This is an optimization exercise on Yosys and OpenROAD, whose aim is small area, not a production implementation. In this exercise RTL edits were held to simulation tests only and were not proved equivalent to the original. Power is estimated from default activity; no workload was simulated.

[config.mk]
export PLATFORM = sky130hd
export DESIGN_NAME = ddmtd
export DESIGN_NICKNAME = ddmtd
export VERILOG_FILES = /design/flow/design.v
export SDC_FILE = /design/flow/constraint.sdc
export NUM_CORES = 4
export LEC_CHECK = 0
export CAP_MARGIN = 0
export CORE_MARGIN = 2
export CORE_UTILIZATION = 60
export CTS_BUF_LIST = sky130_fd_sc_hd__clkbuf_4 sky130_fd_sc_hd__clkbuf_8
export GPL_TIMING_DRIVEN = 0
export PLACE_DENSITY = 0.45
export SLEW_MARGIN = 0
[constraint.sdc]
create_clock -name core_clock -period 4.0 [get_ports {clk_ddmtd_i}]
set_input_delay 0.8000 -clock core_clock [delete_from_list [all_inputs] [get_ports {clk_ddmtd_i}]]
set_output_delay 0.8000 -clock core_clock [all_outputs]
set_load 0.01 [all_outputs]
[design.v]
module sampler
(
  input  wire       clk_in_i,            
  input  wire       rst_n_ddmtdclk_i,    
  input  wire       clk_ddmtd_i,         
  output reg       clk_sampled_o         
);
  reg  clk_i_d0;
  reg  clk_i_d1;
  reg  clk_i_d2;
  always @(posedge clk_ddmtd_i) begin
    if (!rst_n_ddmtdclk_i) begin
    clk_i_d0 <= 1'b0;
    clk_i_d1 <= 1'b1;
    clk_i_d2 <= 1'b1;
    clk_sampled_o <= 1'b1;
    end
    else begin
    clk_i_d0      <= clk_in_i;
    clk_i_d1      <= ~clk_i_d0;  
    clk_i_d2      <= clk_i_d1;
    clk_sampled_o <= clk_i_d2;
    end
  end
endmodule
module deglitcher
(
  input  wire        rst_n_ddmtdclk_i,
  input  wire        clk_in_i,
  input  wire        clk_ddmtd_i,
  input  wire [15:0] deglitch_threshold_i,
  output reg  [15:0] tag_o,
  output wire        tag_p_o
);
  reg  [1:0]  state;
  reg  [15:0] stab_cntr;
  wire clk_sampled;
  sampler sampler_inst (
    .clk_in_i         (clk_in_i),
    .rst_n_ddmtdclk_i (rst_n_ddmtdclk_i),
    .clk_ddmtd_i      (clk_ddmtd_i),
    .clk_sampled_o    (clk_sampled)
  );
  wire got_edge  = state[1] &  state[0];
  wire wait_edge = state[1] & ~state[0];
  wire eq        = (stab_cntr == deglitch_threshold_i);
  wire clr       = got_edge ? (eq | ~clk_sampled) : clk_sampled;
  assign tag_p_o = ~state[1] & state[0];
  wire [15:0] stab_carry, tag_carry;
  inc_carry stab_inc (.q(stab_cntr), .c(stab_carry));
  inc_carry tag_inc  (.q(tag_o),     .c(tag_carry));
  always @(posedge clk_ddmtd_i) begin
    if (!rst_n_ddmtdclk_i) begin
      state     <= 2'b00;
      stab_cntr <= 16'd0;
    end else begin
      state[1]  <= state[1] ? ~(got_edge & eq) : eq;
      state[0]  <= state[1] & (state[0] | clk_sampled);
      stab_cntr <= clr ? 16'd0 : stab_cntr ^ stab_carry;
    end
  end
  wire tag_step = ~(got_edge & ~clk_sampled & ~eq);
  always @(posedge clk_ddmtd_i)
    tag_o <= (wait_edge & clk_sampled) ? 16'd0 : tag_o ^ (tag_carry & {16{tag_step}});
endmodule
module inc_carry
(
  input  wire [15:0] q,
  output wire [15:0] c
);
  wire [3:0] blk = {&q[15:12], &q[11:8], &q[7:4], &q[3:0]};
  wire [3:0] pre = {&blk[2:0], &blk[1:0], blk[0], 1'b1};
  genvar k;
  generate
    for (k = 0; k < 4; k = k + 1) begin : b
      assign c[4*k]   = pre[k];
      assign c[4*k+1] = pre[k] & q[4*k];
      assign c[4*k+2] = pre[k] & (&q[4*k+1:4*k]);
      assign c[4*k+3] = pre[k] & (&q[4*k+2:4*k]);
    end
  endgenerate
endmodule
module ddmtd
#(
  parameter integer COUNTER_BIT_WIDTH = 16
)
(
  input  wire rst_n_ddmtdclk_i,
  input  wire clk_a_i,
  input  wire clk_b_i,
  input  wire clk_ddmtd_i,
  input  wire [15:0]  deglitch_threshold_i,
  output wire signed [COUNTER_BIT_WIDTH-1:0] phase_diff_o,
  output reg                                 phase_diff_p_o
);
  wire [15:0] rel_a, rel_b;
  wire        tag_a_p, tag_b_p;
  deglitcher deglitcher_inst_a (
    .rst_n_ddmtdclk_i     (rst_n_ddmtdclk_i),
    .clk_in_i             (clk_a_i),
    .clk_ddmtd_i          (clk_ddmtd_i),
    .deglitch_threshold_i (deglitch_threshold_i),
    .tag_o                (rel_a),
    .tag_p_o              (tag_a_p)
  );
  deglitcher deglitcher_inst_b (
    .rst_n_ddmtdclk_i     (rst_n_ddmtdclk_i),
    .clk_in_i             (clk_b_i),
    .clk_ddmtd_i          (clk_ddmtd_i),
    .deglitch_threshold_i (deglitch_threshold_i),
    .tag_o                (rel_b),
    .tag_p_o              (tag_b_p)
  );
  reg  wait_a, wait_b;
  wire wait_tag = ~(wait_a | wait_b);
  wire done_a   = wait_a & tag_a_p;                  
  wire done_b   = wait_b & tag_b_p;                  
  wire both     = wait_tag & tag_a_p & tag_b_p;      
  wire only_a   = wait_tag & tag_a_p & ~tag_b_p;     
  wire only_b   = wait_tag & tag_b_p & ~tag_a_p;     
  always @(posedge clk_ddmtd_i) begin
    if (!rst_n_ddmtdclk_i) begin
      phase_diff_p_o <= 1'b0;
      wait_a         <= 1'b0;
      wait_b         <= 1'b0;
    end else begin
      phase_diff_p_o <= both | done_a | done_b;
      wait_a         <= only_b | (wait_a & ~tag_a_p);
      wait_b         <= only_a | (wait_b & ~tag_b_p);
    end
  end
  reg  [15:0] temp;
  wire        a_rel_b  = tag_b_p & ~wait_a;                
  wire        a_temp   = wait_a | (wait_b & ~tag_b_p);     
  wire        b_nrel_a = only_a | both | done_a;
  wire        b_ones   = wait_b & ~tag_b_p;
  wire        ci       = ~(wait_b | only_a);
  wire [15:0] a = ({16{a_rel_b}} & rel_b) | ({16{a_temp}} & temp);
  wire [15:0] b = ({16{b_nrel_a}} & ~rel_a) | ({16{done_b}} & temp) | {16{b_ones}};
  wire [15:0] g = a & b;
  wire [15:0] p = a ^ b;
  wire [16:0] c;
  assign c[0] = ci;
  genvar k;
  generate
    for (k = 0; k < 16; k = k + 4) begin : cla
      assign c[k+1] = g[k]   | (p[k]   & c[k]);
      assign c[k+2] = g[k+1] | (p[k+1] & g[k]) | (p[k+1] & p[k] & c[k]);
      assign c[k+3] = g[k+2] | (p[k+2] & g[k+1]) | (p[k+2] & p[k+1] & g[k])
                    | (p[k+2] & p[k+1] & p[k] & c[k]);
      assign c[k+4] = g[k+3] | (p[k+3] & g[k+2]) | (p[k+3] & p[k+2] & g[k+1])
                    | (p[k+3] & p[k+2] & p[k+1] & g[k])
                    | (p[k+3] & p[k+2] & p[k+1] & p[k] & c[k]);
    end
  endgenerate
  always @(posedge clk_ddmtd_i)
    temp <= p ^ c[15:0];
  assign phase_diff_o = temp;
endmodule
[flow/run.sh]
#!/bin/bash
# The standard layout (standard.sh), with three changes:
#  - synthesis maps the logic with an area-oriented ABC script (flow/area.abc)
#    instead of ORFS's speed script; everything else in synthesis, and so every
#    register, is as in the standard synthesis;
#  - the port buffers are the smallest buffer (buf_1);
#  - clock tree synthesis adds no dummy loads.
set -e
W=$(pwd)
export BUFFER_PORTS_ARGS="-buffer_cell sky130_fd_sc_hd__buf_1"
export CTS_ARGS="-sink_clustering_enable -repair_clock_nets -dont_use_dummy_load -buf_list {sky130_fd_sc_hd__clkbuf_4 sky130_fd_sc_hd__clkbuf_8}"
cat > "$W/flow_synth.tcl" <<EOT
proc abc {args} {
  set i [lsearch -exact \$args -script]
  if { \$i >= 0 } { lset args [expr { \$i + 1 }] $W/flow/area.abc }
  yosys abc {*}\$args
}
source $W/synth_recipe.tcl
EOT
bash standard.sh SYNTH_SCRIPT="$W/flow_synth.tcl" finish > standard.log 2>&1
[flow/area.abc]
&get -n
&st
&syn2
&dch -f
&nf -a -R 1000
&put
[standard.sh]
#!/bin/bash
# synth_recipe.tcl (not shown) runs the flow's synth.tcl, then flattens the netlist and writes it again
# the make line also repeats each setting of config.mk as NAME=value (left out here)
make -C /OpenROAD-flow-scripts/flow DESIGN_CONFIG=/design/flow/config.mk WORK_HOME=/design/flow/orfs CLKGATE_MAP_FILE= SYNTH_SCRIPT=/design/flow/synth_recipe.tcl "${@:-finish}"
==> results of run 1 <==
per-layer routing:
| metal | share of wire | up-vias |
|---|---|---|
| li1 | - | 1774 |
| met1 | 0.46 | 1580 |
| met2 | 0.50 | 41 |
| met3 | 0.026 | 10 |
| met4 | 0.018 | 0 |
| met5 | 0 | - |
worst register-to-register path: cells and delay by family, from the launching register on:
kind	cells	cell delay [ns]
simple gates	9	1.39
compound gates	4	0.93
fa+ha+maj	2	0.76
flops	1	0.39
xor+xnor	1	0.16
buf+inv	1	0.07
sequential cells by signal, summed over array words and instances (netlist names), 2 cells and up:
| signal | flops |
|---|---|
| deglitcher_inst_a.tag_o | 16 |
| deglitcher_inst_b.state | 2 |
| deglitcher_inst_a.state | 2 |
| deglitcher_inst_b.tag_o | 16 |
| deglitcher_inst_b.stab_cntr | 16 |
| temp | 16 |
| deglitcher_inst_a.stab_cntr | 16 |
cells in the final DEF, fill, tap and decap left out, drive strengths merged:
cell type,Yosys,routed
and3,20,20
xor2,23,23
or3,1,1
nor2b,3,3
o211a,3,3
nand2,15,15
nor2,51,51
fa,4,4
nor3,24,24
clkinv,19,18
a22oi,1,1
a21boi,1,1
clkbuf,0,10
nand4,6,6
xnor2,34,34
o211ai,3,3
ha,27,27
nor4,4,4
and2,10,10
a211oi,10,10
a22o,15,15
a21oi,26,26
o21ai,36,36
and4,6,6
buf,0,39
a31oi,4,4
o22ai,2,2
a21o,4,4
inv,0,1
dfxtp,95,95
a311oi,2,2
nor3b,1,1
nand3b,1,1
nand3,8,8
or2,1,1
o21a,4,4
nand2b,5,6
power by group:
group          total, mW  leakage (nW)  switching [mW]  internal (mW)
logic              0.103          1.21          0.0497         0.0535
registers           1.07         0.773          0.0583           1.01
clock network      0.491        0.0647           0.288          0.202
final cells by class:
type	instances	area, um^2	area share
Multi-Input combinational cell	356	2470	0.508
Sequential cell	95	1910	0.392
Timing Repair Buffer	40	165	0.0340
Clock buffer	9	124	0.0255
Tap cell	99	124	0.0255
Inverter	19	71.3	0.0147
worst max-delay path by stage:
stage	startpoint	slack, ns	endpoint
floorplan	deglitcher_inst_b.state[1]$_SDFF_PN0_	0.002	temp[13]$_DFF_P_
global placement	deglitcher_inst_b.state[1]$_SDFF_PN0_	-0.98	temp[13]$_DFF_P_
detailed placement	wait_b$_SDFF_PN0_	-1.13	temp[13]$_DFF_P_
CTS	deglitcher_inst_b.state[1]$_SDFF_PN0_	0.02	temp[13]$_DFF_P_
global route	deglitcher_inst_b.state[1]$_SDFF_PN0_	-0.01	temp[13]$_DFF_P_
finish	deglitcher_inst_b.state[1]$_SDFF_PN0_	0.22	temp[13]$_DFF_P_
cell families (layout without fill, tap and decap cells):
group                      count (synthesis)  in the layout  share of synthesized area
adders and majority gates                 31             31                     0.0955
buffers and inverters                     19             68                     0.0163
xor gates and xnor gates                  57             57                      0.114
and+or+nand+nor                          156            157                      0.180
AOI/OAI and AO/OA                        111            111                      0.160
DFF                                       95             95                      0.434
timing repair:
action                                  CTS  global route
resized for setup                        10            10
buffers inserted                          3             1
endpoints found under the setup margin   10             8
pin swaps                                 2             0
gates cloned                              0             1
stage by stage:
step           cells  TNS [ns]  setup WS [ns]
2_1_floorplan    469         0        0.00165
3_3_place_gp     604     -4.77         -0.980
3_5_place_dp     604     -6.39          -1.13
4_1_cts          616         0         0.0203
5_1_grt          618   -0.0137        -0.0137
6_report         618         0          0.217
==> flow_metrics.env, run 1 <==
export IMPL_status="complete, no violations"
export IMPL_finalHoldViolCount=0
export IMPL_leakage_nw=2.04
export IMPL_wl_um=8460
export IMPL_start_kind="register"
export IMPL_maxSlewViolCount=0
export IMPL_first_pass_iters=6
export IMPL_postLayoutCoreUtil=0.677
export IMPL_path_max_fanout=16
export IMPL_gr_total_overflow=0
export IMPL_min_path_cells=1
export IMPL_r2r_start="deglitcher_inst_b.state[1]$_SDFF_PN0_"
export IMPL_endpoint_kind="register"
export IMPL_skew_ns=0.0294
export IMPL_critPathBufInv=1
export IMPL_min_period_ns=3.78
export IMPL_ys_ff_latch=95
export IMPL_post_route_period_util=0.946
export IMPL_grtUsageMet1=0.264
export IMPL_synthCells=469
export IMPL_final_layout_size_suffix_gt1_frac=0.0520
export IMPL_syn_area_per_cell_um2=9.33
export IMPL_core_region_area_mm2=0.00718
export IMPL_cts_tree="yes"
export IMPL_ys_top_cells_by_count="95 x dfxtp_1, 51 x nor2_1, 36 x o21ai_0, 34 x xnor2_1, 27 x ha_1"
export IMPL_hold_slack_ns=0.379
export IMPL_die_width_um=89.4
export IMPL_arrival_ns=4.03
export IMPL_grt_busiest_layer="met2"
export IMPL_max_vdd_ir_drop_mv=0.272
export IMPL_netlist_area_mm2=0.00438
export IMPL_cp_common_cell="nand3_1"
export IMPL_regToRegEndpoint="temp[13]$_DFF_P_"
export IMPL_met3_usage=0.0286
export IMPL_viasPerCell=5.51
export IMPL_grt_use_met2=0.393
export IMPL_stdcell_area_mm2=0.00486
export IMPL_cts_hold_buf=0
export IMPL_ys_types=34
export IMPL_finalPower_mw=1.66
export IMPL_ioPinCount=37
export IMPL_ant_nets=0
export IMPL_die_area_mm2=0.00800
export IMPL_slowest_delay_ns=0.43
export IMPL_fillers=625
export IMPL_drc=0
export IMPL_critPathKind="reg2reg"
export IMPL_io_buffers=36
export IMPL_syn_to_final_growth_pct=11.0
export IMPL_clkLatencyLatePin_ns=0.35
export IMPL_yosysTopAreaCell="dfxtp_1"
export IMPL_yosysSeqAreaShare=0.434
export IMPL_route_vias_total=3405
export IMPL_fin_nets=572
export IMPL_die_height_um=89.4
export IMPL_min_from="deglitcher_inst_b.sampler_inst.clk_i_d0$_SDFF_PN0_"
export IMPL_crit_chain="nand2b_4 -> a21o_4 -> a22o_1 -> ha_1 -> and3_1 -> nand2_1 -> nand3_1 -> a31oi_2 -> nor2b_1 -> nand4_1 -> nand3_1 -> and2_0 -> and4_1 -> a211oi_2 -> inv_2 -> fa_1 -> xor2_1"
export IMPL_num_rows=31
export IMPL_synthFlopType="dfxtp_1"
export IMPL_clock_sinks=95
export IMPL_power_density_mw_per_mm2=342
export IMPL_clk_pin_slew_ns=0.10
export IMPL_cp_slowest_cell="fa_1"
export IMPL_hpwl_um=5920
export IMPL_cts_path_max_buffers=2
export IMPL_grt_pass1_vias=3090
export IMPL_grt_util_all_layers=0.218
export IMPL_cts_root_buf="clkbuf_8"
export IMPL_whs_endpoint="deglitcher_inst_b.sampler_inst.clk_i_d1$_SDFF_PN1_"
export IMPL_min_path_type="reg2reg"
export IMPL_synthTopCellsByArea="dfxtp_1 43%, ha_1 7.7%, xnor2_1 6.8%"
export IMPL_drtIter0Drc=88
export IMPL_yosysMostFrequentCell="dfxtp_1"
export IMPL_wl_per_cell_um=13.7
export IMPL_htreeDepth=3
export IMPL_synth_nets=520
export IMPL_grt_pass1_wl_um=13500
export IMPL_async_reset_ff_frac=0
export IMPL_path_depth=17
export IMPL_grt_max_degree=22
export IMPL_rr_worst_depth=17
export IMPL_max_cap_violations=0
export IMPL_antenna_found_initial=0
export IMPL_tightest_slew_ns=1.26
export IMPL_gp_congestion=0.787
export IMPL_cts_buffers=9
export IMPL_synth_top_area_frac=0.434
export IMPL_synth_edf_count=0
export IMPL_fmax_mhz=264
export IMPL_finalSetupViolations=0
export IMPL_cp_top_family="simple AND/OR/NAND/NOR gates"
export IMPL_initial_core_util=0.610
export IMPL_relSlewSlack=0.158
export IMPL_diodes=0
export IMPL_cp_required_ns=4.25
export IMPL_placed_cell_area_mm2=0.00464
export IMPL_r2r_slack_ns=0.22
export IMPL_yosys_warnings=3
==> run 2, diff against run 1 <==
--- a/config.mk
+++ b/config.mk
@@ -11,4 +11,3 @@
 export CTS_BUF_LIST = sky130_fd_sc_hd__clkbuf_4 sky130_fd_sc_hd__clkbuf_8
 export GPL_TIMING_DRIVEN = 0
-export PLACE_DENSITY = 0.45
 export SLEW_MARGIN = 0
==> flow_metrics.env, run 2 <==
export IMPL_status="complete, no violations"
export IMPL_route_vias_total=3405
export IMPL_cts_tree="yes"
export IMPL_place_inst=604
export IMPL_yosysTopAreaCell="dfxtp_1"
export IMPL_die_width_um=89.4
export IMPL_async_reset_ff_frac=0
export IMPL_synthFlopType="dfxtp_1"
export IMPL_initial_core_util=0.610
export IMPL_synthCells=469
export IMPL_final_layout_size_suffix_gt1_frac=0.0520
export IMPL_endpoint_kind="register"
export IMPL_gp_congestion=0.787
export IMPL_ys_top_cells_by_count="95 x dfxtp_1, 51 x nor2_1, 36 x o21ai_0, 34 x xnor2_1, 27 x ha_1"
export IMPL_max_cap_violations=0
export IMPL_syn_area_per_cell_um2=9.33
export IMPL_finalHoldViolCount=0
export IMPL_syn_to_final_growth_pct=11.0
export IMPL_power_density_mw_per_mm2=342
export IMPL_finalSetupViolations=0
export IMPL_mostFrequentLayoutCell="dfxtp_1"
export IMPL_cts_buffers=9
export IMPL_layout_common_cells="93 x dfxtp_1, 50 x nor2_1, 36 x o21ai_0, 36 x buf_1, 34 x xnor2_1"
export IMPL_synth_edf_count=0
export IMPL_skew_ns=0.0294
export IMPL_die_area_mm2=0.00800
export IMPL_viasPerCell=5.51
export IMPL_tns_ns=0
export IMPL_layout_cells_non_filler=618
export IMPL_tightest_slew_ns=1.26
export IMPL_cts_path_max_buffers=2
export IMPL_grt_max_degree=22
export IMPL_clkLatencyLatePin_ns=0.35
export IMPL_maxSlewViolCount=0
export IMPL_cts_hold_buf=0
export IMPL_yosysMostFrequentCell="dfxtp_1"
export IMPL_gr_total_overflow=0
export IMPL_netlist_area_mm2=0.00438
export IMPL_max_vdd_ir_drop_mv=0.272
export IMPL_cts_root_buf="clkbuf_8"
export IMPL_min_period_ns=3.78
export IMPL_first_pass_iters=6
export IMPL_start_kind="register"
export IMPL_htreeDepth=3
export IMPL_leakage_nw=2.04
export IMPL_ys_ff_latch=95
export IMPL_num_rows=31
export IMPL_clock_sinks=95
export IMPL_synth_top_area_frac=0.434
export IMPL_hold_slack_ns=0.379
export IMPL_diodes=0
export IMPL_io_buffers=36
export IMPL_synth_nets=520
export IMPL_arrival_ns=4.03
export IMPL_critPathKind="reg2reg"
export IMPL_hpwl_um=5920
export IMPL_relSlewSlack=0.158
export IMPL_yosysSeqAreaShare=0.434
export IMPL_antenna_found_initial=0
export IMPL_path_max_fanout=16
export IMPL_grt_util_all_layers=0.218
export IMPL_drc=0
export IMPL_fin_nets=572
export IMPL_ant_nets=0
export IMPL_cp_required_ns=4.25
export IMPL_drtIter0Drc=88
export IMPL_min_path_type="reg2reg"
export IMPL_synthTopCellsByArea="dfxtp_1 43%, ha_1 7.7%, xnor2_1 6.8%"
export IMPL_core_region_area_mm2=0.00718
export IMPL_wl_per_cell_um=13.7
export IMPL_yosys_warnings=3
export IMPL_grt_pass1_vias=3090
export IMPL_clk_pin_slew_ns=0.10
export IMPL_die_height_um=89.4
export IMPL_ioPinCount=37
export IMPL_post_route_period_util=0.946
export IMPL_ys_types=34
export IMPL_wl_um=8460
export IMPL_fmax_mhz=264
export IMPL_grt_pass1_wl_um=13500
==> run 2: cell counts after synthesis <==
No cell type changed its count.
==> run 2: where the power goes <==
| group | leakage [nW] | switching [mW] | internal (mW) |
|---|---|---|---|
| sequential | 0.773 | 0.0583 | 1.01 |
| combinational | 1.21 | 0.0497 | 0.0535 |
| clock | 0.0647 | 0.288 | 0.202 |
==> run 2: routing by layer <==
| layer | up-vias | wire length (um) | GRT usage |
|---|---|---|---|
| li1 | 1774 | - | - |
| met1 | 1580 | 3890 | 0.264 |
| met2 | 41 | 4190 | 0.393 |
| met3 | 10 | 222 | 0.0286 |
| met4 | 0 | 155 | 0.0814 |
| met5 | - | 0 | 0 |
==> run 2: final cells by class <==
class / count / area, um^2
fill: 625 / 2320
tap: 99 / 124
sequential: 95 / 1910
clock buffer: 9 / 124
inverter: 19 / 71.3
timing repair buffer: 40 / 165
multi-input combinational: 356 / 2470
==> run 2: worst max-delay path, stage by stage (launching register included) <==
cell,delay (ns)
dfxtp_1,0.39
nand2b_4,0.25
a21o_4,0.32
a22o_1,0.20
ha_1,0.33
and3_1,0.23
nand2_1,0.07
nand3_1,0.07
a31oi_2,0.18
nor2b_1,0.08
nand4_1,0.09
nand3_1,0.14
and2_0,0.23
and4_1,0.23
a211oi_2,0.22
inv_2,0.07
fa_1,0.43
xor2_1,0.16
==> run 2: through the flow <==
| stage | instance area (um^2) | util | power, mW | worst slack (ns) |
|---|---|---|---|---|
| after global placement | 4640 | 0.646 | 1.18 | -0.980 |
| final | 4860 | 0.677 | 1.66 | 0.217 |
| after detailed placement | 4640 | 0.646 | 1.19 | -1.13 |
| after floorplan | 4380 | - | 1.15 | 0.00165 |
| after CTS | 4820 | 0.671 | 1.67 | 0.0203 |
| after global routing | 4860 | 0.677 | 1.74 | -0.0137 |
==> run 2: cells by family after synthesis <==
kind of cell             synth area share
AO/OA/AOI/OAI                       0.160
AND/OR/NAND/NOR                     0.180
buffers and inverters              0.0163
XOR/XNOR                            0.114
flip-flops                          0.434
adder cells (fa/ha/maj)            0.0955
==> run 2: worst paths after layout <==
path	from	endpoint	slack [ns]	cells past startpoint
max reg2reg	deglitcher_inst_b.state[1]$_SDFF_PN0_	temp[13]$_DFF_P_	0.22	17
min	deglitcher_inst_b.sampler_inst.clk_i_d0$_SDFF_PN0_	deglitcher_inst_b.sampler_inst.clk_i_d1$_SDFF_PN1_	0.38	1
min reg2reg	deglitcher_inst_b.sampler_inst.clk_i_d0$_SDFF_PN0_	deglitcher_inst_b.sampler_inst.clk_i_d1$_SDFF_PN1_	0.38	1
max	deglitcher_inst_b.state[1]$_SDFF_PN0_	temp[13]$_DFF_P_	0.22	17
==> run 2: repair_timing <==
| item | CTS | global route |
|---|---|---|
| setup buffers | 3 | 1 |
| pin swaps | 2 | 0 |
| gates resized for setup | 10 | 10 |
| setup endpoints to repair | 10 | 8 |
| cloned | 0 | 1 |
==> run 3, diff against run 2 <==
--- a/flow/run.sh
+++ b/flow/run.sh
@@ -9,5 +9,5 @@
 W=$(pwd)
 export BUFFER_PORTS_ARGS="-buffer_cell sky130_fd_sc_hd__buf_1"
-export CTS_ARGS="-sink_clustering_enable -repair_clock_nets -dont_use_dummy_load -buf_list {sky130_fd_sc_hd__clkbuf_4 sky130_fd_sc_hd__clkbuf_8}"
+export CTS_ARGS="-sink_clustering_enable -repair_clock_nets -dont_use_dummy_load -buf_list {sky130_fd_sc_hd__clkbuf_16} -sink_clustering_size 100 -sink_clustering_max_diameter 1000 -sink_clustering_levels 1"
 cat > "$W/flow_synth.tcl" <<EOT
 proc abc {args} {
--- a/config.mk
+++ b/config.mk
@@ -6,8 +6,8 @@
 export NUM_CORES = 4
 export LEC_CHECK = 0
-export CAP_MARGIN = 0
+export CAP_MARGIN = 20
 export CORE_MARGIN = 2
 export CORE_UTILIZATION = 60
 export CTS_BUF_LIST = sky130_fd_sc_hd__clkbuf_4 sky130_fd_sc_hd__clkbuf_8
 export GPL_TIMING_DRIVEN = 0
-export SLEW_MARGIN = 0
+export SLEW_MARGIN = 20
==> flow_metrics.env, run 3 <==
export IMPL_status="complete, no violations"
export IMPL_grt_pass1_wl_um=13800
export IMPL_num_rows=31
export IMPL_initial_core_util=0.610
export IMPL_synthFlopType="dfxtp_1"
export IMPL_max_cap_violations=0
export IMPL_slowest_delay_ns=0.43
export IMPL_yosysTopAreaCell="dfxtp_1"
export IMPL_htreeDepth=3
export IMPL_drtIter0Drc=91
export IMPL_relSlewSlack=0.523
export IMPL_max_vdd_ir_drop_mv=0.254
export IMPL_cp_common_cell="nand3_1"
export IMPL_core_region_area_mm2=0.00718
export IMPL_critPathKind="reg2reg"
export IMPL_yosys_warnings=3
export IMPL_viasPerCell=5.56
export IMPL_ys_ff_latch=95
export IMPL_power_density_mw_per_mm2=374
export IMPL_cts_root_buf="clkbuf_16"
export IMPL_die_width_um=89.4
export IMPL_hpwl_um=6030
export IMPL_start_kind="register"
export IMPL_rr_worst_depth=17
export IMPL_grt_util_all_layers=0.224
export IMPL_cts_tree="yes"
export IMPL_ys_types=34
export IMPL_synth_top_area_frac=0.434
export IMPL_async_reset_ff_frac=0
export IMPL_whs_endpoint="deglitcher_inst_b.sampler_inst.clk_i_d1$_SDFF_PN1_"
export IMPL_wl_um=8500
export IMPL_crit_chain="nand2b_4 -> a21o_4 -> a22o_1 -> ha_1 -> and3_1 -> nand2_1 -> nand3_1 -> a31oi_2 -> nor2b_1 -> nand4_1 -> nand3_1 -> and2_0 -> and4_1 -> a211oi_2 -> inv_2 -> fa_1 -> xor2_1"
export IMPL_post_route_period_util=0.937
export IMPL_finalPower_mw=1.88
export IMPL_cts_buffers=9
export IMPL_min_period_ns=3.75
export IMPL_yosysSeqAreaShare=0.434
export IMPL_die_area_mm2=0.00800
export IMPL_min_path_cells=1
export IMPL_finalHoldViolCount=0
export IMPL_layout_common_cells="92 x dfxtp_1, 49 x nor2_1, 36 x o21ai_0, 36 x buf_1, 34 x xnor2_1"
export IMPL_cp_required_ns=4.22
export IMPL_synth_nets=520
export IMPL_grt_pass1_vias=3191
export IMPL_ant_nets=0
export IMPL_clk_pin_slew_ns=0.06
export IMPL_fin_nets=578
export IMPL_netlist_area_mm2=0.00438
export IMPL_antenna_found_initial=0
export IMPL_route_vias_total=3472
export IMPL_min_path_type="reg2reg"
export IMPL_ys_top_cells_by_count="95 x dfxtp_1, 51 x nor2_1, 36 x o21ai_0, 34 x xnor2_1, 27 x ha_1"
export IMPL_path_max_fanout=16
export IMPL_synthTopCellsByArea="dfxtp_1 43%, ha_1 7.7%, xnor2_1 6.8%"
export IMPL_rsz0062_at_grt="no"
export IMPL_skew_ns=0.0103
export IMPL_cp_slowest_cell="fa_1"
export IMPL_synthCells=469
export IMPL_gp_congestion=0.787
export IMPL_r2r_slack_ns=0.25
export IMPL_diodes=0
export IMPL_yosysMostFrequentCell="dfxtp_1"
export IMPL_first_pass_iters=4
export IMPL_cp_top_family="simple AND/OR/NAND/NOR gates"
export IMPL_tightest_slew_ns=0.714
export IMPL_r2r_start="deglitcher_inst_b.state[1]$_SDFF_PN0_"
export IMPL_cts_path_max_buffers=2
export IMPL_synth_edf_count=0
export IMPL_gr_total_overflow=0
export IMPL_wl_per_cell_um=13.6
export IMPL_finalSetupViolations=0
export IMPL_hold_slack_ns=0.376
export IMPL_endpoint_kind="register"
export IMPL_maxSlewViolCount=0
export IMPL_die_height_um=89.4
export IMPL_clkLatencyLatePin_ns=0.33
export IMPL_drc=0
export IMPL_leakage_nw=2.12
export IMPL_critPathBufInv=1
export IMPL_fmax_mhz=267
export IMPL_arrival_ns=3.97
export IMPL_io_buffers=36
export IMPL_final_layout_size_suffix_gt1_frac=0.0667
export IMPL_grt_max_degree=22
export IMPL_tns_ns=0
export IMPL_clock_sinks=95
export IMPL_cts_hold_buf=0
export IMPL_regToRegEndpoint="temp[13]$_DFF_P_"
export IMPL_min_from="deglitcher_inst_b.sampler_inst.clk_i_d0$_SDFF_PN0_"
export IMPL_syn_to_final_growth_pct=14.7
export IMPL_ioPinCount=37
export IMPL_mostFrequentLayoutCell="dfxtp_1"
export IMPL_syn_area_per_cell_um2=9.33
## run 3: cell counts after synthesis
No cell type changed its count.
## run 3: power breakdown
| part | internal (mW) | switching [mW] |
|---|---|---|
| logic | 0.0536 | 0.0497 |
| registers | 1.01 | 0.0581 |
| clock network | 0.396 | 0.309 |
## run 3: worst reg2reg max path: stages, from the launching register on
cell and delay [ns]:
dfxtp_2 0.36, nand2b_4 0.22, a21o_4 0.32, a22o_1 0.21, ha_1 0.32, and3_1 0.22
nand2_1 0.07, nand3_1 0.07, a31oi_2 0.18, nor2b_1 0.08, nand4_1 0.09, nand3_1 0.15
and2_0 0.23, and4_1 0.22, a211oi_2 0.23, inv_2 0.07, fa_1 0.43, xor2_1 0.16
## run 3: how the worst max path moves through the flow
stage,slack [ns],end,from,depth (start not counted)
floorplan,0.002,temp[13]$_DFF_P_,deglitcher_inst_b.state[1]$_SDFF_PN0_,17
global placement,-0.98,temp[13]$_DFF_P_,deglitcher_inst_b.state[1]$_SDFF_PN0_,17
detailed placement,-1.11,temp[13]$_DFF_P_,wait_b$_SDFF_PN0_,17
CTS,-0.09,temp[13]$_DFF_P_,deglitcher_inst_b.state[0]$_SDFF_PN0_,17
global route,0.02,deglitcher_inst_b.tag_o[15]$_SDFF_PP0_,deglitch_threshold_i[4],15
finish,0.25,temp[13]$_DFF_P_,deglitcher_inst_b.state[1]$_SDFF_PN0_,17
## run 3: metal layers
layer,vias to the layer above,GRT usage,part of all wire
li1,1796,-,-
met1,1599,0.258,0.44
met2,64,0.401,0.51
met3,13,0.0545,0.040
met4,0,0.0814,0.016
met5,-,0,0
## run 3: logic make-up after synthesis
group	after synthesis	share of synthesized area
DFF	95	0.434
and+or+nand+nor	156	0.180
adders and majority gates	31	0.0955
xor gates and xnor gates	57	0.114
buffers and inverters	19	0.0163
AOI/OAI and AO/OA	111	0.160
## run 3: final cells by class
class / instances / area (um^2)
Timing Repair Buffer: 46 / 223
Tap cell: 99 / 124
Inverter: 19 / 71.3
Clock buffer: 9 / 225
Sequential cell: 95 / 1910
Multi-Input combinational cell: 356 / 2470
Fill cell: 605 / 2160
## run 3: stage by stage
| stage | instance area [um^2] | util | setup WS (ns) | instances |
|---|---|---|---|---|
| 2_1_floorplan | 4380 | - | 0.00165 | 469 |
| 3_3_place_gp | 4640 | 0.646 | -0.980 | 604 |
| 3_5_place_dp | 4660 | 0.649 | -1.11 | 606 |
| 4_1_cts | 4930 | 0.687 | -0.0889 | 618 |
| 5_1_grt | 5020 | 0.700 | 0.0158 | 624 |
| 6_report | 5020 | 0.700 | 0.253 | 624 |
## run 3: what timing repair did
action	CTS	global route
gates cloned	0	1
endpoints found under the setup margin	11	8
setup buffers	3	4
resized for setup	7	14
pin swaps	1	1
==> run 4, diff against run 3 <==
==> flow/run.sh (replaced) <==
#!/bin/bash
# The standard layout (standard.sh), with three changes:
#  - synthesis leaves the adders to ABC (no extract_fa into ha/fa cells) and
#    maps the logic with an area-oriented ABC script (flow/area.abc) instead of
#    ORFS's speed script; everything else in synthesis, and so every register,
#    is as in the standard synthesis;
#  - the port buffers are the smallest buffer (buf_1);
#  - clock tree synthesis adds no dummy loads.
set -e
W=$(pwd)
export BUFFER_PORTS_ARGS="-buffer_cell sky130_fd_sc_hd__buf_1"
export CTS_ARGS="-sink_clustering_enable -repair_clock_nets -dont_use_dummy_load -buf_list {sky130_fd_sc_hd__clkbuf_4 sky130_fd_sc_hd__clkbuf_8}"
cat > "$W/flow_synth.tcl" <<EOT
proc extract_fa {args} {
  puts "flow: extract_fa skipped; abc maps the adders"
}
proc abc {args} {
  set i [lsearch -exact \$args -script]
  if { \$i >= 0 } { lset args [expr { \$i + 1 }] $W/flow/area.abc }
  yosys abc {*}\$args
}
source $W/synth_recipe.tcl
EOT
bash standard.sh SYNTH_SCRIPT="$W/flow_synth.tcl" finish > standard.log 2>&1
==> flow/area.abc (replaced) <==
&get -n
&st
&syn3
&syn2
&dch -f
&nf -a -R 1000
&put
--- a/config.mk
+++ b/config.mk
@@ -6,8 +6,8 @@
 export NUM_CORES = 4
 export LEC_CHECK = 0
-export CAP_MARGIN = 20
+export CAP_MARGIN = 0
 export CORE_MARGIN = 2
 export CORE_UTILIZATION = 60
 export CTS_BUF_LIST = sky130_fd_sc_hd__clkbuf_4 sky130_fd_sc_hd__clkbuf_8
 export GPL_TIMING_DRIVEN = 0
-export SLEW_MARGIN = 20
+export SLEW_MARGIN = 0
==> flow_metrics.env, run 4 <==
export IMPL_status="complete, but fails checks"
export IMPL_violatedChecks="negative setup slack"
export IMPL_layout_cells_non_filler=637
export IMPL_clock_sinks=95
export IMPL_start_kind="register"
export IMPL_seq_area_mm2=0.00192
export IMPL_num_rows=30
export IMPL_syn_area_per_cell_um2=8.76
export IMPL_yosysTopAreaCell="dfxtp_1"
export IMPL_initial_core_util=0.619
export IMPL_synthFlopType="dfxtp_1"
export IMPL_cp_required_ns=4.28
export IMPL_antenna_found_initial=0
export IMPL_post_route_period_util=1.12
export IMPL_rr_worst_depth=27
export IMPL_synthCells=477
export IMPL_synth_nets=497
export IMPL_yosys_warnings=3
export IMPL_drtIter0Drc=182
export IMPL_syn_to_final_growth_pct=20.9
export IMPL_fin_ws_ns=-0.494
export IMPL_htreeDepth=3
export IMPL_ant_nets=0
export IMPL_die_height_um=87.5
export IMPL_skew_ns=0.0260
export IMPL_layout_common_cells="89 x dfxtp_1, 48 x nor2_1, 39 x xnor2_1"
export IMPL_cts_root_buf="clkbuf_8"
export IMPL_yosysMostFrequentCell="dfxtp_1"
export IMPL_max_vdd_ir_drop_mv=0.238
export IMPL_wl_per_cell_um=14.9
export IMPL_endpoint_kind="register"
export IMPL_synth_top_area_frac=0.455
export IMPL_maxSlewViolCount=0
export IMPL_synth_compound_area_frac=0.172
export IMPL_final_layout_size_suffix_gt1_frac=0.178
export IMPL_finalSetupViolations=4
export IMPL_synth_mux_area_frac=0
export IMPL_fin_nets=579
export IMPL_clk_pin_slew_ns=0.09
export IMPL_die_width_um=87.5
export IMPL_wl_um=9490
export IMPL_cts_tree="yes"
export IMPL_route_vias_total=3614
export IMPL_io_buffers=36
export IMPL_postLayoutCoreUtil=0.748
export IMPL_hold_slack_ns=0.379
export IMPL_drc=0
export IMPL_ys_top_cells_by_count="95 x dfxtp_1, 53 x nor2_1, 39 x xnor2_1, 38 x o21ai_0, 36 x nor3_1"
export IMPL_ys_types=28
export IMPL_max_cap_violations=0
export IMPL_die_area_mm2=0.00765
export IMPL_mostFrequentLayoutCell="dfxtp_1"
export IMPL_synth_edf_count=0
export IMPL_core_region_area_mm2=0.00676
export IMPL_tightest_slew_ns=1.22
export IMPL_gr_total_overflow=0
export IMPL_min_path_type="reg2reg"
export IMPL_rsz0062_at_grt="yes"
export IMPL_synthXorXnorAreaFrac=0.140
export IMPL_synthAdderAreaFrac=0.0144
export IMPL_min_path_cells=1
export IMPL_critPathKind="reg2reg"
export IMPL_diodes=0
export IMPL_fmax_mhz=223
export IMPL_synth_simple_gate_area_frac=0.209
export IMPL_path_max_fanout=6
export IMPL_grt_max_degree=17
export IMPL_finalHoldViolCount=0
export IMPL_grt_pass1_wl_um=15600
export IMPL_clkLatencyLatePin_ns=0.36
export IMPL_ioPinCount=37
export IMPL_cts_hold_buf=0
export IMPL_relSlewSlack=0.181
export IMPL_viasPerCell=5.67
export IMPL_async_reset_ff_frac=0
export IMPL_netlist_area_mm2=0.00418
export IMPL_cts_path_max_buffers=2
export IMPL_yosysSeqAreaShare=0.455
export IMPL_cts_buffers=9
export IMPL_synth_top_family_by_area="simple AND/OR/NAND/NOR gates"
export IMPL_leakage_nw=1.89
export IMPL_first_pass_iters=5
export IMPL_gp_congestion=0.761
export IMPL_synthTopCellsByArea="dfxtp_1 46%, xnor2_1 8.2%, xor2_1 5.9%"
export IMPL_multi_input_area_mm2=0.00245
export IMPL_fillers=528
export IMPL_power_density_mw_per_mm2=313
export IMPL_hpwl_um=6160
export IMPL_ys_ff_latch=95
export IMPL_grt_pass1_vias=3419
export IMPL_min_period_ns=4.49
export IMPL_grt_util_all_layers=0.260
export IMPL_arrival_ns=4.77
export IMPL_place_inst=593
[run 4: changes by cell type after synthesis, moves of 9 or more]
cell	delta
ha_1	-27
nor3_1	+12
o22ai_1	+11
a22o_1	-10
a22oi_1	+10
and2_0	+10
nand2_1	+10
a21oi_1	+9
clkinv_1	-9
[run 4: per-stage QoR]
stage	cell area, um^2	TNS, ns	power (mW)	setup slack, ns
final	5050	-1.14	1.58	-0.494
after global placement	4530	-9.04	1.11	-1.18
after floorplan	4290	-0.865	1.08	-0.454
after global routing	5050	-1.83	1.65	-0.668
after detailed placement	4530	-10.74	1.11	-1.25
after CTS	4970	-1.08	1.59	-0.472
[run 4: final cells by class]
cell class / instances / share of cell area
Multi-Input combinational cell: 372 / 0.485
Sequential cell: 95 / 0.380
Timing Repair Buffer: 71 / 0.0827
Clock buffer: 9 / 0.0245
Tap cell: 80 / 0.0198
Inverter: 10 / 0.00817
[run 4: where the power goes]
group | switching [mW] | internal, mW
Combinational | 0.0359 | 0.0366
Clock | 0.288 | 0.202
Sequential | 0.0381 | 0.982
Total | 0.362 | 1.22
[run 4: timing repair]
action                                  CTS  global route
setup buffers                            29             6
endpoints found under the setup margin   16            11
gates resized for setup                  44            13
pin swaps                                26            31
[run 4: layer usage]
layer,GRT usage,routed length [um]
met1,0.320,4030
met2,0.456,4930
met3,0.0294,343
met4,0.115,191
met5,0,0
[run 4: critical path, cell delays in order (launching register included)]
cell	delay (ns)
dfxtp_4	0.35
nand2b_4	0.16
nor2_4	0.07
buf_6	0.13
nor2_4	0.16
a22oi_2	0.09
and2_4	0.15
o21bai_4	0.17
o21ai_2	0.15
maj3_2	0.23
clkinv_2	0.05
maj3_2	0.31
maj3_2	0.34
o22ai_2	0.13
nor2_1	0.08
nor2_1	0.13
nor2_2	0.05
nand2_1	0.07
nand2_2	0.07
o21bai_4	0.15
maj3_2	0.22
clkinv_2	0.05
maj3_2	0.32
nor2_2	0.10
a21oi_2	0.05
maj3_2	0.34
o21ai_2	0.16
xnor2_1	0.12
[run 4: logic make-up (layout without fill, tap and decap cells)]
kind of cell / Yosys count / after routing
simple gates: 178 / 178
compound gates: 121 / 121
flops: 95 / 95
xor+xnor: 67 / 67
buf+inv: 10 / 90
fa+ha+maj: 6 / 6
[run 4: path summary, 6_finish.rpt]
path                                                            from                                            endpoint  slack, ns
hold reg to reg   deglitcher_inst_b.sampler_inst.clk_i_d0$_SDFF_PN0_  deglitcher_inst_b.sampler_inst.clk_i_d1$_SDFF_PN1_       0.38
hold / removal    deglitcher_inst_b.sampler_inst.clk_i_d0$_SDFF_PN0_  deglitcher_inst_b.sampler_inst.clk_i_d1$_SDFF_PN1_       0.38
setup reg to reg               deglitcher_inst_b.state[1]$_SDFF_PN0_                                    temp[15]$_DFF_P_      -0.49
setup / recovery               deglitcher_inst_b.state[1]$_SDFF_PN0_                                    temp[15]$_DFF_P_      -0.49
==> run 5, diff against run 4 <==
==> flow/area.abc (replaced) <==
&get -n
&st
&syn2
&dch -f
&nf -a -R 1000
&put
--- a/config.mk
+++ b/config.mk
@@ -10,4 +10,4 @@
 export CORE_UTILIZATION = 60
 export CTS_BUF_LIST = sky130_fd_sc_hd__clkbuf_4 sky130_fd_sc_hd__clkbuf_8
-export GPL_TIMING_DRIVEN = 0
+export GPL_TIMING_DRIVEN = 1
 export SLEW_MARGIN = 0
==> flow_metrics.env, run 5 <==
export IMPL_status="complete, no violations"
export IMPL_cts_buffers=9
export IMPL_grt_util_all_layers=0.247
export IMPL_synthTopCellsByArea="dfxtp_1 45%, xnor2_1 9.4%, nor2_1 5.4%"
export IMPL_async_reset_ff_frac=0
export IMPL_yosysSeqAreaShare=0.452
export IMPL_crit_chain="nand2b_1 -> and2_0 -> or2_0 -> a22o_1 -> maj3_1 -> nor2b_1 -> nor2b_1 -> o311ai_1 -> buf_4 -> a31oi_1 -> nor2b_1 -> o211ai_1 -> a31oi_1 -> nor2b_1 -> nor2_1 -> o21ai_1 -> xor2_1"
export IMPL_die_height_um=87.7
export IMPL_min_from="deglitcher_inst_a.sampler_inst.clk_i_d0$_SDFF_PN0_"
export IMPL_post_cts_buffers=0
export IMPL_cp_top_family="simple AND/OR/NAND/NOR gates"
export IMPL_gr_total_overflow=0
export IMPL_critPathBufInv=1
export IMPL_yosysMostFrequentCell="dfxtp_1"
export IMPL_rsz0062_at_grt="no"
export IMPL_cp_slowest_cell="maj3_1"
export IMPL_drtIter0Drc=92
export IMPL_tightest_slew_ns=1.27
export IMPL_cp_common_cell="nor2b_1"
export IMPL_grt_pass1_wl_um=14900
export IMPL_die_area_mm2=0.00769
export IMPL_tns_ns=0
export IMPL_io_buffers=36
export IMPL_ys_types=33
export IMPL_layout_common_cells="95 x dfxtp_1, 60 x nor2_1, 45 x xnor2_1"
export IMPL_skew_ns=0.0178
export IMPL_cts_root_buf="clkbuf_8"
export IMPL_arrival_ns=3.91
export IMPL_fillers=563
export IMPL_fmax_mhz=272
export IMPL_r2r_start="deglitcher_inst_b.state[1]$_SDFF_PN0_"
export IMPL_syn_to_final_growth_pct=14.9
export IMPL_die_width_um=87.7
export IMPL_rr_worst_depth=17
export IMPL_yosysTopAreaCell="dfxtp_1"
export IMPL_endpoint_kind="register"
export IMPL_path_max_fanout=4
export IMPL_cp_required_ns=4.23
export IMPL_synth_simple_gate_area_frac=0.231
export IMPL_route_vias_total=3595
export IMPL_synthXorXnorAreaFrac=0.140
export IMPL_hpwl_um=6770
export IMPL_finalSetupViolations=0
export IMPL_critPathKind="reg2reg"
export IMPL_netlist_area_mm2=0.00421
export IMPL_ioPinCount=37
export IMPL_maxSlewViolCount=0
export IMPL_cts_path_max_buffers=2
export IMPL_yosys_warnings=3
export IMPL_core_region_area_mm2=0.00679
export IMPL_synthAdderAreaFrac=0.00952
export IMPL_max_cap_violations=0
export IMPL_grt_pass1_vias=3365
export IMPL_power_density_mw_per_mm2=344
export IMPL_fin_nets=576
export IMPL_max_vdd_ir_drop_mv=0.198
export IMPL_ys_ff_latch=95
export IMPL_hold_slack_ns=0.377
export IMPL_initial_core_util=0.619
export IMPL_finalHoldViolCount=0
export IMPL_synth_edf_count=0
export IMPL_min_path_cells=1
export IMPL_synth_top_family_by_area="simple AND/OR/NAND/NOR gates"
export IMPL_ant_nets=0
export IMPL_relSlewSlack=0.146
export IMPL_clock_sinks=95
export IMPL_clk_pin_slew_ns=0.09
export IMPL_htreeDepth=3
export IMPL_diodes=0
export IMPL_viasPerCell=5.53
export IMPL_wl_um=8980
export IMPL_synthFlopType="dfxtp_1"
export IMPL_synth_compound_area_frac=0.165
export IMPL_antenna_found_initial=0
export IMPL_start_kind="register"
export IMPL_seq_area_mm2=0.00190
export IMPL_slowest_delay_ns=0.39
export IMPL_grt_max_degree=18
export IMPL_mostFrequentLayoutCell="dfxtp_1"
export IMPL_synth_top_area_frac=0.452
export IMPL_cts_tree="yes"
export IMPL_synth_nets=496
export IMPL_whs_endpoint="deglitcher_inst_a.sampler_inst.clk_i_d1$_SDFF_PN1_"
export IMPL_multi_input_area_mm2=0.00229
export IMPL_drc=0
export IMPL_regToRegEndpoint="temp[14]$_DFF_P_"
export IMPL_clkLatencyLatePin_ns=0.35
export IMPL_final_layout_size_suffix_gt1_frac=0.0758
export IMPL_r2r_slack_ns=0.33
export IMPL_synthCells=476
export IMPL_post_route_period_util=0.918
export IMPL_min_period_ns=3.67
export IMPL_gp_congestion=0.786
export IMPL_synth_mux_area_frac=0
export IMPL_ys_top_cells_by_count="95 x dfxtp_1, 60 x nor2_1, 45 x xnor2_1, 43 x nor3_1, 30 x o21ai_0"
export IMPL_syn_area_per_cell_um2=8.83
export IMPL_num_rows=30
export IMPL_leakage_nw=1.82
export IMPL_min_path_type="reg2reg"
export IMPL_wl_per_cell_um=13.8
export IMPL_first_pass_iters=5
==> run 5: cell count changes after synthesis, moves of 6 or more <==
cell / change
a211oi_1: +11
a21oi_1: -6
clkinv_1: -6
nor2_1: +7
nor2b_1: +8
nor3_1: +7
o21ai_0: -8
o22ai_1: -12
xnor2_1: +6
xor2_1: -6
==> run 5: cells by family after synthesis <==
kind of cell / count (synthesis)
compound gates: 110
flops: 95
simple gates: 196
fa+ha+maj: 4
xor+xnor: 67
buf+inv: 4
==> run 5: layout make-up <==
| class | count | share of cell area |
|---|---|---|
| sequential | 95 | 0.394 |
| clock buffer | 9 | 0.0256 |
| timing repair buffer | 69 | 0.0792 |
| inverter | 4 | 0.00311 |
| multi-input combinational | 377 | 0.474 |
| tap | 96 | 0.0249 |
==> run 5: stage by stage <==
stage / power, mW / utilization / instance area, um^2 / worst slack [ns] / cells
2_1_floorplan: 1.14 / - / 4210 / 0.0856 / 476
3_3_place_gp: 1.19 / 0.693 / 4710 / 0.154 / 641
3_5_place_dp: 1.20 / 0.693 / 4710 / 0.0970 / 641
4_1_cts: 1.68 / 0.711 / 4830 / 0.146 / 650
5_1_grt: 1.74 / 0.711 / 4830 / 0.0590 / 650
6_report: 1.66 / 0.711 / 4830 / 0.327 / 650
==> run 5: how the worst max path moves through the flow <==
stage | start | endpoint | slack [ns] | cells after the start
2_1_floorplan | deglitcher_inst_b.state[1]$_SDFF_PN0_ | temp[14]$_DFF_P_ | 0.09 | 17
5_1_grt | deglitcher_inst_b.state[1]$_SDFF_PN0_ | temp[14]$_DFF_P_ | 0.06 | 18
3_3_place_gp | deglitch_threshold_i[9] | deglitcher_inst_b.tag_o[15]$_SDFF_PP0_ | 0.15 | 17
4_1_cts | deglitcher_inst_b.state[1]$_SDFF_PN0_ | temp[14]$_DFF_P_ | 0.15 | 18
6_report | deglitcher_inst_b.state[1]$_SDFF_PN0_ | temp[14]$_DFF_P_ | 0.33 | 17
3_5_place_dp | deglitch_threshold_i[6] | deglitcher_inst_b.tag_o[15]$_SDFF_PP0_ | 0.1 | 17
==> run 5: timing repair <==
item,CTS,global route
gates resized for setup,0,3
endpoints found under the setup margin,0,1
hold buffers,0,0
==> run 5: where the power goes <==
group	total [mW]	switching, mW	internal (mW)
registers	1.07	0.0573	1.01
clock network	0.489	0.286	0.202
logic	0.108	0.0519	0.0564
total	1.66	0.396	1.27
==> run 5: worst register-to-register path, delay by kind of cell, from the launching register on <==
| family | cells | cell delay, ns |
|---|---|---|
| and+or+nand+nor | 8 | 1.39 |
| adders and majority gates | 1 | 0.39 |
| AOI/OAI and AO/OA | 6 | 1.13 |
| xor gates and xnor gates | 1 | 0.15 |
| buffers and inverters | 1 | 0.17 |
| DFF | 1 | 0.31 |
==> run 5: metal layers <==
metal  global-route usage  vias up  part of all wire
met5                    0        -                 0
met4                0.101        0             0.015
met3               0.0311       12             0.027
met2                0.453       54              0.52
met1                0.289     1676              0.44
li1                     -     1853                 -
==> run 6, diff against run 5 <==
==> flow/area.abc (replaced) <==
&get -n
&st
&dch
&nf -R 1000
&put
--- a/config.mk
+++ b/config.mk
@@ -10,4 +10,4 @@
 export CORE_UTILIZATION = 60
 export CTS_BUF_LIST = sky130_fd_sc_hd__clkbuf_4 sky130_fd_sc_hd__clkbuf_8
-export GPL_TIMING_DRIVEN = 1
+export GPL_TIMING_DRIVEN = 0
 export SLEW_MARGIN = 0
==> flow_metrics.env, run 6 <==
export IMPL_synthFlopType="dfxtp_1"
export IMPL_grt_pass1_vias=3344
export IMPL_io_buffers=36
export IMPL_endpoint_kind="register"
export IMPL_seq_area_mm2=0.00191
export IMPL_crit_chain="buf_1 -> xor2_1 -> nor4_2 -> nand2_1 -> nor3_4 -> nor3_1 -> nor2_1 -> and3_1 -> and2_0 -> and3_1 -> and3_1 -> and3_1 -> and3_1 -> and3_1 -> nor3_1"
export IMPL_grt_pass1_wl_um=14400
export IMPL_path_max_fanout=5
export IMPL_yosysTopAreaCell="dfxtp_1"
export IMPL_p_int_mw=1.23
export IMPL_cp_top_family="simple AND/OR/NAND/NOR gates"
export IMPL_max_cap_violations=0
export IMPL_hold_slack_ns=0.370
export IMPL_relSlewSlack=0.230
export IMPL_synthTopCellsByArea="dfxtp_1 45%, xnor2_1 9.5%, nor2_1 5.7%"
export IMPL_yosys_warnings=3
export IMPL_leakage_nw=1.74
export IMPL_post_route_period_util=0.925
export IMPL_p_seq_frac=0.648
export IMPL_netlist_area_mm2=0.00425
export IMPL_skew_ns=0.0180
export IMPL_critPathKind="in2reg"
export IMPL_ys_ff_latch=95
export IMPL_die_height_um=88.2
export IMPL_cp_required_ns=4.19
export IMPL_tns_ns=0
export IMPL_p_comb_frac=0.045
export IMPL_status="complete, no violations"
export IMPL_ant_nets=0
export IMPL_grt_max_degree=23
export IMPL_drc=0
export IMPL_cp_slowest_cell="nor4_2"
export IMPL_route_vias_total=3624
export IMPL_multi_input_area_mm2=0.00244
export IMPL_antenna_found_initial=0
export IMPL_slowest_delay_ns=0.35
export IMPL_htreeDepth=3
export IMPL_mostFrequentLayoutCell="dfxtp_1"
export IMPL_clkPwrFrac=0.308
export IMPL_syn_to_final_growth_pct=14.4
export IMPL_stdcell_area_mm2=0.00486
export IMPL_finalHoldViolCount=0
export IMPL_critPathBufInv=1
export IMPL_synthCells=491
export IMPL_max_vdd_ir_drop_mv=0.247
export IMPL_cts_hold_buf=0
export IMPL_synth_nets=511
export IMPL_fmax_mhz=270
export IMPL_arrival_ns=3.89
export IMPL_num_rows=30
export IMPL_cts_buffers=9
export IMPL_viasPerCell=5.62
export IMPL_gr_total_overflow=0
export IMPL_ioPinCount=37
export IMPL_finalSetupViolations=0
export IMPL_initial_core_util=0.623
export IMPL_cp_common_cell="and3_1"
export IMPL_die_area_mm2=0.00778
export IMPL_diodes=0
export IMPL_wl_per_cell_um=13.8
export IMPL_yosysMostFrequentCell="dfxtp_1"
export IMPL_yosysSeqAreaShare=0.447
export IMPL_power_density_mw_per_mm2=325
export IMPL_grt_util_all_layers=0.233
export IMPL_drtIter0Drc=218
export IMPL_start_kind="primary input"
export IMPL_final_layout_size_suffix_gt1_frac=0.0801
export IMPL_clock_sinks=95
export IMPL_fin_nets=571
export IMPL_placed_cell_area_mm2=0.00451
export IMPL_postLayoutCoreUtil=0.712
export IMPL_cts_tree="yes"
export IMPL_wl_um=8910
export IMPL_min_path_type="reg2reg"
export IMPL_cts_root_buf="clkbuf_8"
export IMPL_clkLatencyLatePin_ns=0.35
export IMPL_async_reset_ff_frac=0
export IMPL_ys_types=33
export IMPL_p_switching_uw=356
export IMPL_layout_common_cells="92 x dfxtp_1, 63 x nor2_1, 46 x xnor2_1"
export IMPL_core_region_area_mm2=0.00683
export IMPL_syn_area_per_cell_um2=8.66
export IMPL_tightest_slew_ns=1.15
export IMPL_die_width_um=88.2
export IMPL_hpwl_um=6100
export IMPL_fillers=573
export IMPL_cts_path_max_buffers=2
export IMPL_maxSlewViolCount=0
export IMPL_first_pass_iters=4
export IMPL_synth_edf_count=0
export IMPL_synth_top_area_frac=0.447
export IMPL_power_switching_share=0.225
export IMPL_min_period_ns=3.70
export IMPL_ys_top_cells_by_count="95 x dfxtp_1, 65 x nor2_1, 46 x xnor2_1, 44 x nor3_1, 32 x o21ai_0"
export IMPL_gp_congestion=0.831
export IMPL_clk_pin_slew_ns=0.09
run 6: changes by cell type in the layout (fill, tap and decap cells not counted), sizes merged, moves of 4 or more:
cell    previous run  this run
a211oi            15        10
clkinv             4        11
nand3              3         8
a22oi              8        16
xor2              22        27
and2              18        14
a22o               8         1
buf               69        48
nor2              60        65
run 6: metrics by stage:
step	cells	worst slack [ns]	total power, mW
CTS	632	0.0176	1.59
detailed placement	623	-0.919	1.12
global placement	623	-0.741	1.11
finish	645	0.300	1.58
global route	645	-0.0224	1.65
floorplan	491	0.348	1.09
run 6: per-layer routing:
| metal | up-vias | routed length (um) | global-route usage |
|---|---|---|---|
| met4 | 0 | 106 | 0.0771 |
| met5 | - | 0 | 0 |
| met1 | 1672 | 4420 | 0.317 |
| met2 | 92 | 4000 | 0.372 |
| li1 | 1853 | - | - |
| met3 | 7 | 385 | 0.0481 |
run 6: final cells by class:
cell class,count,area share
tap,96,0.0247
multi-input combinational,386,0.503
clock buffer,9,0.0255
sequential,95,0.392
timing repair buffer,48,0.0463
inverter,11,0.00849
run 6: power groups by stage:
stage | registers, mW | clock network (mW) | logic [mW]
detailed placement | 1.05 | 0 | 0.0697
floorplan | 1.04 | 0 | 0.0498
global placement | 1.04 | 0 | 0.0666
finish | 1.02 | 0.487 | 0.0710
global route | 1.03 | 0.534 | 0.0831
CTS | 1.02 | 0.498 | 0.0702
run 6: worst reg2reg max path, delay by kind of cell (launching register included):
family,cells,cell delay (ns)
AND/OR/NAND/NOR,9,2.03
flip-flops,1,0.38
AO/OA/AOI/OAI,6,0.78
XOR/XNOR,2,0.34
run 6: path summary, 6_finish.rpt:
path                                                                    startpoint  slack [ns]  cells past startpoint                                                 end
worst min-delay path            deglitcher_inst_b.sampler_inst.clk_i_d0$_SDFF_PN0_        0.37                      1  deglitcher_inst_b.sampler_inst.clk_i_d1$_SDFF_PN1_
worst max-delay path                                      deglitch_threshold_i[15]        0.30                     15              deglitcher_inst_a.tag_o[15]$_SDFF_PP0_
worst min register to register  deglitcher_inst_b.sampler_inst.clk_i_d0$_SDFF_PN0_        0.37                      1  deglitcher_inst_b.sampler_inst.clk_i_d1$_SDFF_PN1_
worst max register to register               deglitcher_inst_a.state[0]$_SDFF_PN0_        0.34                     17                                    temp[15]$_DFF_P_
run 6: timing repair:
action | in CTS | in global routing
resized for setup | 15 | 19
endpoints found under the setup margin | 12 | 12
cloned | 0 | 1
setup buffers | 0 | 12
pin swaps | 0 | 3
hold endpoints to repair | 0 | 0
run 6: cell families after synthesis:
| kind of cell | share of synthesized area |
|---|---|
| adders and majority gates | 0.00471 |
| buffers and inverters | 0.00971 |
| xor gates and xnor gates | 0.150 |
| DFF | 0.447 |
| and+or+nand+nor | 0.242 |
| AOI/OAI and AO/OA | 0.146 |
==> run 7, diff against run 6 <==
==> flow/area.abc (replaced) <==
&get -n
&st
&dc2
&syn2
&dch -f
&nf -R 1000
&put
==> flow_metrics.env, run 7 <==
export IMPL_min_period_ns=4.44
export IMPL_wl_per_cell_um=15.4
export IMPL_fin_nets=593
export IMPL_min_from="deglitcher_inst_a.sampler_inst.clk_i_d0$_SDFF_PN0_"
export IMPL_synth_nets=495
export IMPL_yosys_warnings=3
export IMPL_yosysSeqAreaShare=0.456
export IMPL_status="complete, but fails checks"
export IMPL_syn_to_final_growth_pct=22.8
export IMPL_mostFrequentLayoutCell="dfxtp_1"
export IMPL_syn_area_per_cell_um2=8.78
export IMPL_ioPinCount=37
export IMPL_first_pass_iters=4
export IMPL_drc=0
export IMPL_core_region_area_mm2=0.00676
export IMPL_route_vias_total=3720
export IMPL_relSlewSlack=0.171
export IMPL_post_route_period_util=1.11
export IMPL_cp_required_ns=4.29
export IMPL_regToRegEndpoint="temp[15]$_DFF_P_"
export IMPL_initial_core_util=0.618
export IMPL_layout_cells_non_filler=651
export IMPL_max_cap_violations=0
export IMPL_diodes=0
export IMPL_max_vdd_ir_drop_mv=0.190
export IMPL_cts_tree="yes"
export IMPL_rr_worst_depth=23
export IMPL_start_kind="register"
export IMPL_ys_ff_latch=95
export IMPL_htreeDepth=3
export IMPL_min_path_cells=1
export IMPL_rsz0062_at_grt="yes"
export IMPL_gr_total_overflow=0
export IMPL_async_reset_ff_frac=0
export IMPL_leakage_nw=1.94
export IMPL_tightest_slew_ns=1.24
export IMPL_yosysMostFrequentCell="dfxtp_1"
export IMPL_synth_edf_count=0
export IMPL_hpwl_um=6130
export IMPL_yosysTopAreaCell="dfxtp_1"
export IMPL_cts_path_max_buffers=2
export IMPL_whs_endpoint="deglitcher_inst_a.sampler_inst.clk_i_d1$_SDFF_PN1_"
export IMPL_die_width_um=87.4
export IMPL_grt_max_degree=17
export IMPL_num_rows=30
export IMPL_skew_ns=0.0204
export IMPL_ant_nets=0
export IMPL_r2r_slack_ns=-0.44
export IMPL_finalSetupViolations=8
export IMPL_clock_sinks=95
export IMPL_gp_congestion=0.841
export IMPL_stdcell_area_mm2=0.00513
export IMPL_die_height_um=87.4
export IMPL_clkLatencyLatePin_ns=0.36
export IMPL_maxSlewViolCount=0
export IMPL_endpoint_kind="register"
export IMPL_ys_top_cells_by_count="95 x dfxtp_1, 60 x nor2_1, 45 x xnor2_1, 40 x o21ai_0, 39 x nor3_1"
export IMPL_synthTopCellsByArea="dfxtp_1 46%, xnor2_1 9.4%, xor2_1 6.5%"
export IMPL_hold_slack_ns=0.379
export IMPL_drtIter0Drc=169
export IMPL_grt_util_all_layers=0.261
export IMPL_synth_top_area_frac=0.456
export IMPL_grt_pass1_vias=3482
export IMPL_netlist_area_mm2=0.00417
export IMPL_place_inst=591
export IMPL_path_max_fanout=6
export IMPL_antenna_found_initial=0
export IMPL_violatedChecks="negative setup slack"
export IMPL_placed_cell_area_mm2=0.00449
export IMPL_finalPower_mw=1.67
export IMPL_final_layout_size_suffix_gt1_frac=0.172
export IMPL_finalHoldViolCount=0
export IMPL_grt_pass1_wl_um=15500
export IMPL_ys_types=29
export IMPL_clk_pin_slew_ns=0.09
export IMPL_synthFlopType="dfxtp_1"
export IMPL_fin_ws_ns=-0.442
export IMPL_wl_um=10000
export IMPL_cts_buffers=9
export IMPL_viasPerCell=5.71
export IMPL_arrival_ns=4.73
export IMPL_power_density_mw_per_mm2=325
export IMPL_die_area_mm2=0.00764
export IMPL_cts_root_buf="clkbuf_8"
export IMPL_r2r_start="deglitcher_inst_b.state[1]$_SDFF_PN0_"
export IMPL_fmax_mhz=225
export IMPL_layout_common_cells="91 x dfxtp_1, 58 x nor2_1, 43 x xnor2_1"
export IMPL_io_buffers=36
export IMPL_min_path_type="reg2reg"
export IMPL_cts_hold_buf=0
export IMPL_synthCells=475
export IMPL_critPathKind="reg2reg"
==> run 7: cell types whose count changed after synthesis, sizes merged, moves of 4 or more <==
cell   delta
nor2b     -4
xor2      +4
a22oi     -4
nor3      -5
nand3     -5
o21ai     +8
nor2      -5
==> run 7: area by class of cell <==
type,instances,area (um^2)
flip-flops and latches,95,1910
repair buffers,86,561
fillers,502,1630
well taps,80,100
inverters,13,50.0
clock buffers,9,124
multi-input cells,368,2380
==> run 7: how the worst max path moves through the flow <==
stage,endpoint,from
after floorplan,temp[15]$_DFF_P_,deglitcher_inst_b.state[1]$_SDFF_PN0_
after global placement,temp[15]$_DFF_P_,wait_b$_SDFF_PN0_
after detailed placement,temp[15]$_DFF_P_,wait_b$_SDFF_PN0_
after CTS,temp[15]$_DFF_P_,deglitcher_inst_b.state[1]$_SDFF_PN0_
after global routing,temp[15]$_DFF_P_,deglitcher_inst_b.state[1]$_SDFF_PN0_
final,temp[15]$_DFF_P_,deglitcher_inst_b.state[1]$_SDFF_PN0_
==> run 7: per-layer routing <==
| layer | GRT usage | up-vias | routed length, um |
|---|---|---|---|
| li1 | - | 1857 | - |
| met1 | 0.293 | 1750 | 4170 |
| met2 | 0.486 | 88 | 5230 |
| met3 | 0.0597 | 25 | 369 |
| met4 | 0.0797 | 0 | 226 |
| met5 | 0 | - | 0 |
==> run 7: worst max-delay path, cell delays in order, from the launching register on <==
cell	delay (ns)
dfxtp_4	0.35
nand2b_4	0.17
a21o_4	0.23
a22oi_2	0.20
xor2_1	0.22
o21ai_1	0.10
o21a_1	0.14
or4_1	0.50
o211ai_1	0.15
nor2b_2	0.21
nor2_2	0.06
inv_2	0.05
maj3_2	0.19
maj3_2	0.20
clkinv_2	0.05
maj3_2	0.31
maj3_2	0.34
o41ai_4	0.24
nand2_1	0.10
nand2_2	0.09
nand2_2	0.07
o21ai_4	0.09
maj3_2	0.20
xnor2_1	0.11
==> run 7: per-stage QoR <==
stage / utilization / worst slack [ns] / setup TNS (ns)
after floorplan: - / -0.297 / -0.416
after global placement: 0.664 / -0.697 / -4.02
after detailed placement: 0.664 / -0.858 / -5.30
after CTS: 0.737 / -0.514 / -2.06
after global routing: 0.759 / -0.688 / -4.00
final: 0.759 / -0.442 / -2.28
==> run 7: what timing repair did <==
| item | 4_1_cts | 5_1_grt |
|---|---|---|
| pin swaps | 18 | 17 |
| gates resized for setup | 19 | 28 |
| gates cloned | 1 | 0 |
| buffers inserted | 42 | 10 |
| setup endpoints to repair | 10 | 14 |
==> run 7: cell families after synthesis <==
family / after synthesis / share of synthesized area
AND/OR/NAND/NOR: 182 / 0.212
flip-flops: 95 / 0.456
adder cells (fa/ha/maj): 5 / 0.0120
AO/OA/AOI/OAI: 104 / 0.149
buffers and inverters: 13 / 0.0117
XOR/XNOR: 76 / 0.160
==> run 7: power by group <==
part	total, mW	switching (mW)	internal [mW]
clock	0.499	0.297	0.202
combinational	0.107	0.0542	0.0525
sequential	1.06	0.0571	1.00

[afterwards: timing with drivers on the ports]
No port has a modelled driver above. Below, the same layouts with a new extraction and two added sets of constraints.
Step 1: set_driving_cell puts a clkbuf_16 on clk_ddmtd_i and a buf_2 on each other input, an assumption about the parent block.
Step 2 also shifts input and output timing later by t, the mid clock arrival at the registers, as if the neighbouring blocks saw the same clock.
a / b / c = ideal / step 1 / step 2; a / b = the first two.
run	t, ns	slack for setup (ns)	hold WS [ns]	slew at the worst register clock pin (ns)	worst data-port slew with drivers (ns)
run 1	0.369	0.217 / 0.217 / -0.086	0.379 / 0.379 / 0.379	0.10 / 0.10	0.04
run 2	0.369	0.217 / 0.217 / -0.086	0.379 / 0.379 / 0.379	0.10 / 0.10	0.04
run 3	0.361	0.253 / 0.253 / -0.041	0.376 / 0.376 / 0.376	0.06 / 0.06	0.04
run 4	0.377	-0.494 / -0.494 / -0.494	0.379 / 0.379 / 0.379	0.09 / 0.09	0.03
run 5	0.370	0.327 / 0.327 / 0.113	0.377 / 0.377 / 0.377	0.09 / 0.09	0.03
run 6	0.368	0.300 / 0.307 / -0.061	0.370 / 0.370 / 0.370	0.09 / 0.09	0.03
run 7	0.383	-0.442 / -0.442 / -0.442	0.379 / 0.379 / 0.379	0.09 / 0.09	0.03
Met with ideal ports but missed after step 2: setup timing in run 1, run 2, run 3 and run 6. For run 6, which loses most, drivers alone change the setup slack by +0.007 ns; drivers and shift together by -0.361 ns.
